Source: an optimization exercise on an open RTL-to-GDS flow (aim: small area, a short achievable clock period and few clock cycles). Production flows keep margins and buffers that such runs may drop. In this exercise RTL edits were held to simulation tests only and were not proved equivalent to the original. Power and IR drop assume default switching activity.

## design.v

```verilog
`default_nettype none
module cpu(
    input reset_n,
    input clk,
    input mem_ready,
    output logic [31:0] mem_addr,
    output logic [31:0] mem_write_data,
    output logic [3:0] mem_byte_enable,
    output logic mem_write_req,
    output logic mem_read_req,
    input [31:0] mem_read_data,
    input mem_read_data_valid);
    logic halted;
    logic [31:2] pc_f;       
    logic [31:2] pc_n;       
    logic skid_v;
    logic [31:0] skid;
    logic fo;                
    logic f_after;           
    logic [1:0] disc;        
    logic [1:0] lo;          
    logic e_valid;
    logic [31:0] A;
    logic [31:0] op2;
    logic [31:0] tgt;        
    logic e_cin;
    logic [4:0] e_rd;
    logic e_wen;
    logic [2:0] e_f3;
    logic e_ill;
    logic e_br, e_jal, e_jalr, e_ld, e_st, e_brmis;
    logic e_r_sum, e_r_slt, e_r_sltu, e_r_xor, e_r_or, e_r_and, e_r_sh, e_r_tgt;
    logic e_sll, e_sra;
    logic m_hi, m_done, got_lo;
    logic [63:0] cycle;
    logic [63:0] instret;
    logic [31:0] rf[1:31];
    logic [32:0] sum33;
    logic [31:0] sum;
    logic cout, eq, ltu, lt, taken;
    assign sum33 = {1'b0, A} + {1'b0, op2} + {32'h0, e_cin};
    assign sum = sum33[31:0];
    assign cout = sum33[32];
    assign eq = &(A ^ op2);
    assign ltu = ~cout;
    assign lt = (A[31] == op2[31]) ? A[31] : ltu;
    always_comb begin
        case (e_f3)
            3'b000: taken = eq;
            3'b001: taken = ~eq;
            3'b100: taken = lt;
            3'b101: taken = ~lt;
            3'b110: taken = ltu;
            3'b111: taken = ~ltu;
            default: taken = 1'b0;
        endcase
    end
    function automatic [31:0] rev32(input [31:0] x);
        for (int i = 0; i < 32; i++) rev32[i] = x[31 - i];
    endfunction
    logic [31:0] sh_in, sh_r, sh_res;
    logic [32:0] sh_ext;
    assign sh_in = e_sll ? rev32(A) : A;
    assign sh_ext = $signed({e_sra & A[31], sh_in}) >>> op2[4:0];
    assign sh_r = sh_ext[31:0];
    assign sh_res = e_sll ? rev32(sh_r) : sh_r;
    logic [31:0] res;
    assign res = ({32{e_r_sum}} & sum)
               | {31'h0, (e_r_slt & lt) | (e_r_sltu & ltu)}
               | ({32{e_r_xor}} & (A ^ op2))
               | ({32{e_r_or}} & (A | op2))
               | ({32{e_r_and}} & (A & op2))
               | ({32{e_r_sh}} & sh_res)
               | ({32{e_r_tgt}} & tgt);
    logic [1:0] off;
    logic xw;
    assign off = sum[1:0];
    assign xw = e_f3[1] ? (off != 2'b00) : (e_f3[0] & (off == 2'b11));
    logic [31:0] rot_cur;
    always_comb begin
        case (off)
            2'b00: rot_cur = mem_read_data;
            2'b01: rot_cur = {mem_read_data[7:0], mem_read_data[31:8]};
            2'b10: rot_cur = {mem_read_data[15:0], mem_read_data[31:16]};
            default: rot_cur = {mem_read_data[23:0], mem_read_data[31:24]};
        endcase
    end
    logic [31:0] ld_raw;
    always_comb begin
        ld_raw = rot_cur;
        if (got_lo) begin
            ld_raw[7:0] = tgt[7:0];
            if (off != 2'b11) ld_raw[15:8] = tgt[15:8];
            if (off == 2'b01) ld_raw[23:16] = tgt[23:16];
        end
    end
    logic [31:0] ld_val;
    always_comb begin
        case (e_f3)
            3'b000: ld_val = {{24{ld_raw[7]}}, ld_raw[7:0]};
            3'b100: ld_val = {24'h0, ld_raw[7:0]};
            3'b001: ld_val = {{16{ld_raw[15]}}, ld_raw[15:0]};
            3'b101: ld_val = {16'h0, ld_raw[15:0]};
            default: ld_val = ld_raw;
        endcase
    end
    logic [31:0] wb_data;
    assign wb_data = e_ld ? ld_val : res;
    logic [3:0] be4;
    logic [7:0] be8;
    assign be4 = e_f3[1] ? 4'hf : (e_f3[0] ? 4'h3 : 4'h1);
    assign be8 = {4'h0, be4} << off;
    logic r_disc, r_fetch, r_load;
    assign r_disc = mem_read_data_valid && (disc != 2'd0);
    assign r_fetch = mem_read_data_valid && (disc == 2'd0) && fo && !((lo != 2'd0) && f_after);
    assign r_load = mem_read_data_valid && (disc == 2'd0) && (lo != 2'd0) && !(fo && !f_after);
    logic e_act;
    assign e_act = e_valid && !halted;
    logic e_bus;
    assign e_bus = e_act && (e_ld || e_st) && !m_done;
    logic illegal_now;
    assign illegal_now = e_act && (e_ill || (e_jalr && sum[1]) || (e_br && taken && e_brmis));
    logic e_done;
    always_comb begin
        if (e_ld) e_done = r_load && (!xw || got_lo);
        else if (e_st) e_done = mem_ready && (!xw || m_hi);
        else e_done = 1'b1;
        e_done = e_done && e_act && !illegal_now;
    end
    logic redirect;
    logic [31:2] target;
    assign redirect = e_done && (e_jal || e_jalr || (e_br && taken));
    assign target = e_jalr ? sum[31:2] : tgt[31:2];
    logic e_take;
    assign e_take = (!e_valid || (e_done && !redirect)) && (skid_v || r_fetch) && !halted;
    logic seq_req;
    assign seq_req = !halted && !e_bus && !redirect
                   && ((!fo && !skid_v) || ((fo != skid_v) && e_take));
    always_comb begin
        mem_write_data = tgt;
        case (off)
            2'b01: mem_write_data = {tgt[23:0], tgt[31:24]};
            2'b10: mem_write_data = {tgt[15:0], tgt[31:16]};
            2'b11: mem_write_data = {tgt[7:0], tgt[31:8]};
            default: ;
        endcase
        mem_byte_enable = m_hi ? be8[7:4] : be8[3:0];
        if (e_bus) begin
            mem_addr = {sum[31:2], 2'b00};
            mem_read_req = e_ld;
            mem_write_req = e_st;
        end
        else begin
            mem_addr = {redirect ? target : pc_f, 2'b00};
            mem_read_req = redirect || seq_req;
            mem_write_req = 1'b0;
        end
    end
    logic i_ld, i_mem, i_redir, i_seq;
    assign i_mem = e_bus && mem_ready;
    assign i_ld = i_mem && e_ld;
    assign i_redir = redirect && mem_ready;
    assign i_seq = !e_bus && !redirect && seq_req && mem_ready;
    logic [31:0] ni;
    assign ni = skid_v ? skid : mem_read_data;
    logic [6:0] opc;
    logic [2:0] f3;
    logic [4:0] rd, rs1, rs2;
    assign opc = ni[6:0];
    assign f3 = ni[14:12];
    assign rd = ni[11:7];
    assign rs1 = ni[19:15];
    assign rs2 = ni[24:20];
    logic is_lui, is_auipc, is_jal, is_jalr, is_br, is_ld, is_st, is_opi, is_op, is_fence, is_sys, is_csr, is_alu;
    assign is_lui = opc == 7'b0110111;
    assign is_auipc = opc == 7'b0010111;
    assign is_jal = opc == 7'b1101111;
    assign is_jalr = opc == 7'b1100111;
    assign is_br = opc == 7'b1100011;
    assign is_ld = opc == 7'b0000011;
    assign is_st = opc == 7'b0100011;
    assign is_opi = opc == 7'b0010011;
    assign is_op = opc == 7'b0110011;
    assign is_fence = opc == 7'b0001111;
    assign is_sys = opc == 7'b1110011;
    assign is_csr = is_sys && (f3 != 3'b000);
    assign is_alu = is_op || is_opi;
    logic [11:0] csr;
    logic csr_ok;
    assign csr = ni[31:20];
    assign csr_ok = (csr == 12'hc00) || (csr == 12'hc01) || (csr == 12'hc02)
                 || (csr == 12'hc80) || (csr == 12'hc81) || (csr == 12'hc82);
    logic ill;
    assign ill = !(is_lui || is_auipc || is_jal || is_jalr || is_br || is_ld || is_st
                   || is_opi || is_op || is_fence || is_sys)
              || (is_br && (f3[2:1] == 2'b01))
              || (is_sys && (f3 == 3'b100))
              || (is_csr && !csr_ok)
              || (is_jal && ni[21]);
    logic wen;
    assign wen = (is_lui || is_auipc || is_jal || is_jalr || is_ld || is_alu || is_csr) && (rd != 5'd0);
    logic [31:0] imm_i, imm_s, imm_b, imm_u, imm_j;
    assign imm_i = {{20{ni[31]}}, ni[31:20]};
    assign imm_s = {{20{ni[31]}}, ni[31:25], ni[11:7]};
    assign imm_b = {{19{ni[31]}}, ni[31], ni[7], ni[30:25], ni[11:8], 1'b0};
    assign imm_u = {ni[31:12], 12'h0};
    assign imm_j = {{11{ni[31]}}, ni[31], ni[19:12], ni[20], ni[30:21], 1'b0};
    logic [63:0] instret_cur;
    assign instret_cur = e_done ? instret + 64'h1 : instret;
    logic [31:0] csr_val;
    always_comb begin
        case ({csr[7], csr[1]})
            2'b00: csr_val = cycle[31:0];
            2'b01: csr_val = instret_cur[31:0];
            2'b10: csr_val = cycle[63:32];
            default: csr_val = instret_cur[63:32];
        endcase
    end
    logic [31:0] rs1_val, rs2_val;
    always_comb begin
        rs1_val = (rs1 == 5'd0) ? 32'h0 : rf[rs1];
        rs2_val = (rs2 == 5'd0) ? 32'h0 : rf[rs2];
        if (e_valid && e_wen && e_rd == rs1) rs1_val = wb_data;
        if (e_valid && e_wen && e_rd == rs2) rs2_val = wb_data;
    end
    logic sub_op, slt_op, sltu_op, inv;
    assign sub_op = is_op && (f3 == 3'b000) && ni[30];
    assign slt_op = is_alu && (f3 == 3'b010);
    assign sltu_op = is_alu && (f3 == 3'b011);
    assign inv = sub_op || slt_op || sltu_op || is_br;
    logic [31:0] op2_base, A_next, tgt_next;
    always_comb begin
        if (is_op || is_br) op2_base = rs2_val;
        else if (is_st) op2_base = imm_s;
        else if (is_lui || is_auipc) op2_base = imm_u;
        else if (is_jal) op2_base = 32'h4;
        else if (is_csr) op2_base = csr_val;
        else op2_base = imm_i;
        if (is_lui || is_csr) A_next = 32'h0;
        else if (is_auipc || is_jal) A_next = {pc_n, 2'b00};
        else A_next = rs1_val;
        if (is_st) tgt_next = rs2_val;
        else if (is_jalr) tgt_next = {pc_n + 30'h1, 2'b00};
        else tgt_next = {pc_n, 2'b00} + (is_jal ? imm_j : imm_b);
    end
    always_ff @(posedge clk) begin
        if (e_done && e_wen) rf[e_rd] <= wb_data;
    end
    always_ff @(posedge clk) begin
        if (e_take) begin
            A <= A_next;
            op2 <= inv ? ~op2_base : op2_base;
            tgt <= tgt_next;
            e_cin <= inv;
            e_rd <= rd;
            e_wen <= wen;
            e_f3 <= f3;
            e_ill <= ill;
            e_br <= is_br;
            e_jal <= is_jal;
            e_jalr <= is_jalr;
            e_ld <= is_ld;
            e_st <= is_st;
            e_brmis <= ni[8];
            e_r_sum <= is_lui || is_auipc || is_jal || is_csr || (is_alu && f3 == 3'b000);
            e_r_slt <= slt_op;
            e_r_sltu <= sltu_op;
            e_r_xor <= is_alu && f3 == 3'b100;
            e_r_or <= is_alu && f3 == 3'b110;
            e_r_and <= is_alu && f3 == 3'b111;
            e_r_sh <= is_alu && f3[1:0] == 2'b01;
            e_r_tgt <= is_jalr;
            e_sll <= f3 == 3'b001;
            e_sra <= f3 == 3'b101 && ni[30];
        end
        else begin
            if (i_mem && xw && !m_hi) op2[31:2] <= op2[31:2] + 30'h1;
            if (r_load && xw && !got_lo) tgt[23:0] <= rot_cur[23:0];
        end
        if (r_fetch && !(e_take && !skid_v)) skid <= mem_read_data;
    end
    always_ff @(posedge clk) begin
        if (!reset_n) begin
            halted <= 1'b0;
            pc_f <= 30'h04000000;
            pc_n <= 30'h04000000;
            skid_v <= 1'b0;
            fo <= 1'b0;
            f_after <= 1'b0;
            disc <= 2'd0;
            lo <= 2'd0;
            e_valid <= 1'b0;
            m_hi <= 1'b0;
            m_done <= 1'b0;
            got_lo <= 1'b0;
            cycle <= 64'h0;
            instret <= 64'h0;
        end
        else begin
            cycle <= cycle + 64'h1;
            instret <= instret_cur;
            if (illegal_now) halted <= 1'b1;
            lo <= lo + {1'b0, i_ld} - {1'b0, r_load};
            if (redirect) begin
                skid_v <= 1'b0;
                disc <= disc - {1'b0, r_disc} + {1'b0, fo && !r_fetch};
                fo <= i_redir;
                f_after <= 1'b0;
                pc_f <= i_redir ? target + 30'h1 : target;
                pc_n <= target;
            end
            else begin
                disc <= disc - {1'b0, r_disc};
                fo <= (fo && !r_fetch) || i_seq;
                if (i_seq) f_after <= (lo + {1'b0, i_ld} - {1'b0, r_load}) != 2'd0;
                if (i_ld) f_after <= 1'b0;
                if (i_seq) pc_f <= pc_f + 30'h1;
                if (e_take && skid_v) skid_v <= 1'b0;
                else if (r_fetch && !e_take) skid_v <= 1'b1;
                if (e_take) pc_n <= pc_n + 30'h1;
            end
            if (e_take) e_valid <= 1'b1;
            else if (e_done || illegal_now) e_valid <= 1'b0;
            if (e_take) begin
                m_hi <= 1'b0;
                m_done <= 1'b0;
                got_lo <= 1'b0;
            end
            else begin
                if (i_mem) begin
                    if (xw && !m_hi) m_hi <= 1'b1;
                    else if (e_ld) m_done <= 1'b1;
                end
                if (r_load && xw && !got_lo) got_lo <= 1'b1;
            end
        end
    end
endmodule
```

## constraint.sdc

```tcl
create_clock -name core_clock -period 8.0 [get_ports {clk}]
set_input_delay 1.6000 -clock core_clock [delete_from_list [all_inputs] [get_ports {clk}]]
set_output_delay 1.6000 -clock core_clock [all_outputs]
set_load 0.01 [all_outputs]
```

## run.sh

```bash
#!/bin/bash
# synth_recipe.tcl (not shown) runs the flow's synth.tcl, then flattens the netlist and writes it again
# the make line also repeats each setting of config.mk as NAME=value (left out here)
make -C /OpenROAD-flow-scripts/flow DESIGN_CONFIG=/design/flow/config.mk WORK_HOME=/design/flow/orfs CLKGATE_MAP_FILE= SYNTH_SCRIPT=/design/flow/synth_recipe.tcl finish
```

## config.mk

```make
export PLATFORM = sky130hd
export DESIGN_NAME = cpu
export DESIGN_NICKNAME = cpu
export VERILOG_FILES = /design/flow/design.v
export SDC_FILE = /design/flow/constraint.sdc
export NUM_CORES = 4
export LEC_CHECK = 0
export CAP_MARGIN = 20
export CORE_MARGIN = 2
export CORE_UTILIZATION = 40
export SLEW_MARGIN = 20
```

==> impl_metrics.ini <==
[floorplanning]
io_pins = 106
initial_core_util_pct = 40.18
design.die.area_um2 = 206200
floorplan.core_area_um2 = 201700
die_height_um = 454.1
std_cell_rows = 165
chipWidth_um = 454.1

[min_path]
timing.hold.worst.start = cycle[0]
hold_path_class = reg2reg

[place]
dpl-instance-area_um2 = 86520
final_wtd_congestion = 1.101
io_buffers = 103
place.detailed.hpwl_mm = 268.6

[routing]
drt-vias-per-instance = 6.725
first_iter_violations = 11930
drtPass1Iterations = 6
wl_per_cell_um = 35.71
drcViolationCount = 0
detailroute.via_count = 72880
totalWireLength_mm = 387.0
detail-route-antenna-nets = 0

[power]
power.combinational.fraction_pct = 24.1
ir_drop_v = 0.0002383
power.switching_mw = 6.811
power.density_cell_area_nw_per_um2 = 222.1
power_share_of_the_clock_group_pct = 35.5
seqPwrFrac_pct = 40.4
p_leak_nw = 31.29
swShare_pct = 33.43
p_int_mw = 13.56

[cts]
clock_sinks = 1345
max_clock_buf_depth = 3
clock_latency_ps = 860
clk_pin_slew_ps = 60
cts_max_level = 4
cts_tree = done
numCtsBuffers = 157
cts_hold_repair.buffers = 0
root_buffer = clkbuf_16

[global_route]
grt_antenna_before_repair = 27
globalRoute.totalOverflow = 0
grt_pass1_vias = 67930
globalRouteTotalUtil_pct = 36.72
grt_start_max_net_pins = 128
grt_first_pass_wirelength_mm = 535.8

[critical_path]
critPathArrivalTime_ps = 6240
worstPathMaxFanout = 46
timing_worst_setup_path_type = reg2out
type_of_origin_of_the_critical_path = register
startpoint_of_the_worst_register_to_register_path = A[0]
critical_path.endpoint_type = output port
cp-startpoint = A[27]
crit_required_ps = 6400

[synth]
mappedNetlistArea_um2 = 81040
yosysSeqAreaShare_pct = 47.37
synth-async-reset-ratio_pct = 0
yosysWarnings = 1
synth.avg_cell_area_um2 = 10.06
number_of_synthesized_flops_with_an_enable_pin = 1145
ys_seq_elements = 1345
yosys.cell_types.count = 97
syn-instance-count = 8053
synth_flop_cell = edfxtp_1

[sta]
timing.final.max_slew_violations = 0
final.hold.worst_slack_ps = 466.5
slew_worst_pin_ps = 1285
report.final.setup_viol = 0
final-hold-violation-count = 0
finalCriticalPeriod_ps = 7837
fmax_ghz = 0.1276
fin_setup_tns_ps = 0
period_share_pct = 97.96
timing.slew.headroom_pct = 13.44
clock_skew_ps = 63.60
rsz0062_at_grt = false

[final_layout]
final_cell_mix = 1532 x nand2_1, 1145 x edfxtp_1, 595 x nand3_1, 513 x nor2_1, 382 x a21oi_1
finish.net_count = 8167
area_growth_pct = 13.20
layout.cells.most_common = nand2_1
utilization_pct = 45.48
postLayoutCellArea_um2 = 91740
final.fill_count = 18750
post_route_cells_drive_above_1_share_pct = 13.47

[job]
drv_cap = 0

[outcome]
result_of_the_run = complete, no violations
==> path summary, 6_finish.rpt <==
check	to	slack (ps)	depth (start not counted)
setup reg to reg	A[13]	1140	14
hold reg to reg	cycle[0]	470	1
setup / recovery	mem_addr[25]	160	13
hold / removal	cycle[0]	470	1
==> per-stage QoR <==
step                std cells  total power, mW  setup slack [ps]
finish                  10840            20.37             163.3
CTS                     10820            20.19             174.5
global placement        10530            13.05             138.0
global route            10830            20.79             53.53
floorplan                8054            10.83             981.7
detailed placement      10530            13.05             771.8
==> cell families (layout without fill, tap and decap cells) <==
logic type | Yosys count | after routing | share of synthesized area [%]
adders and majority gates | 107 | 107 | 1.680
other | 1 | 13 | 0.004627
DFF | 1345 | 1345 | 47.37
and+or+nand+nor | 3369 | 3369 | 18.72
buffers and inverters | 777 | 876 | 3.885
AOI/OAI and AO/OA | 1632 | 1632 | 13.50
xor gates and xnor gates | 282 | 282 | 3.048
muxes | 540 | 540 | 11.80
==> sequential cells by signal (all words and copies together), names as in the netlist, 3 cells and up <==
signal and cells:
e_f3 3, pc_f 30, rf 992, tgt 32, instret 64, op2 32, e_rd 5, pc_n 30
A 32, cycle 64, skid 32
==> Yosys cell counts, drive strengths merged, types with 27 or more instances <==
library cell	n	share of area, %
nand2	1534	7.1
edfxtp	1145	42
nand3	596	3.7
nor2	546	2.5
clkbuf	399	1.8
a21oi	393	2.4
o21ai	337	2.1
mux4	326	9.1
buf	225	1.3
dfxtp	200	4.9
a311oi	179	1.9
xnor2	167	1.8
mux2i	160	2.0
nor3	150	0.95
inv	147	0.68
and3	130	1.0
xor2	115	1.2
ha	104	1.6
a31oi	90	0.70
a211oi	88	0.85
nor4	85	0.71
o211ai	81	0.76
nand4	74	0.58
and2	60	0.46
o22ai	55	0.42
mux2	54	0.75
a21o	48	0.44
or3	42	0.32
a221oi	37	0.40
o21a	33	0.31
a22oi	32	0.30
nand2b	27	0.21
==> cell type report <==
class                           instances  area [µm²]  area share (%)
Clock inverter                         95       913.4          0.9956
Multi-Input combinational cell       5932       40320           43.95
Timing Repair Buffer                  435        4030           4.393
Antenna cell                           11       27.53         0.03001
Inverter                              153       581.8          0.6342
Tap cell                             2672        3343           3.644
Clock buffer                          193        4136           4.509
Sequential cell                      1345       38390           41.85
==> per-layer routing <==
| layer | global-route usage (%) | vias up | share of wire [%] |
|---|---|---|---|
| met5 | 0 | - | 0.040 |
| met4 | 24.87 | 18 | 8.3 |
| met3 | 8.811 | 1164 | 11 |
| met2 | 55.81 | 5206 | 44 |
| met1 | 46.42 | 36180 | 37 |
| li1 | - | 30300 | - |
==> power by group through the flow <==
stage / Clock, mW / Combinational (mW) / Sequential [mW]
after floorplan: 0 / 2.55 / 8.28
after global placement: 0 / 4.68 / 8.36
after detailed placement: 0 / 4.68 / 8.37
after CTS: 7.27 / 4.70 / 8.22
after global routing: 7.52 / 5.04 / 8.23
final: 7.22 / 4.91 / 8.24
==> worst max-delay path: stages, from the launching register on <==
cell and delay [ps]:
edfxtp_1 490, inv_1 80, ha_1 640, nand4_1 320
nor4_2 460, a21oi_1 160, or3_1 590, or3_1 610
or3_4 620, or2_2 400, nand2_1 80, nand2_1 50
o21ai_0 230, clkdlybuf4s50_1 650
==> what timing repair did <==
action                     CTS  global route
resized for setup            0             2
setup buffers                0             1
hold endpoints to repair     0             0
setup endpoints to repair    0             4
Testbench counts, summed over its fixed seeds: cycles 112,094.

==> afterwards: timing with drivers on the ports <==
In the flow no input, the clock included, has a driving cell. The finished layout below was timed again as built, in two steps. Step 1 assumes that a clkbuf_16 drives the clock port and a buf_2 every other input. Step 2 times the ports against the registers' clock, not the clock port: input delays grow and output delays shrink by t, the midpoint of the rising clock arrivals with the driver on. Three values: ideal ports, drivers, drivers and shift; two values: the first two.
shift t [ns]: 0.922
setup WS [ns]: 0.163 / 0.068 / 0.637
pins driven straight from the clock port: 1
After both steps this run still meets setup and hold. The setup slack of this run moves by -0.095 ns with the drivers and by +0.474 ns with both steps.
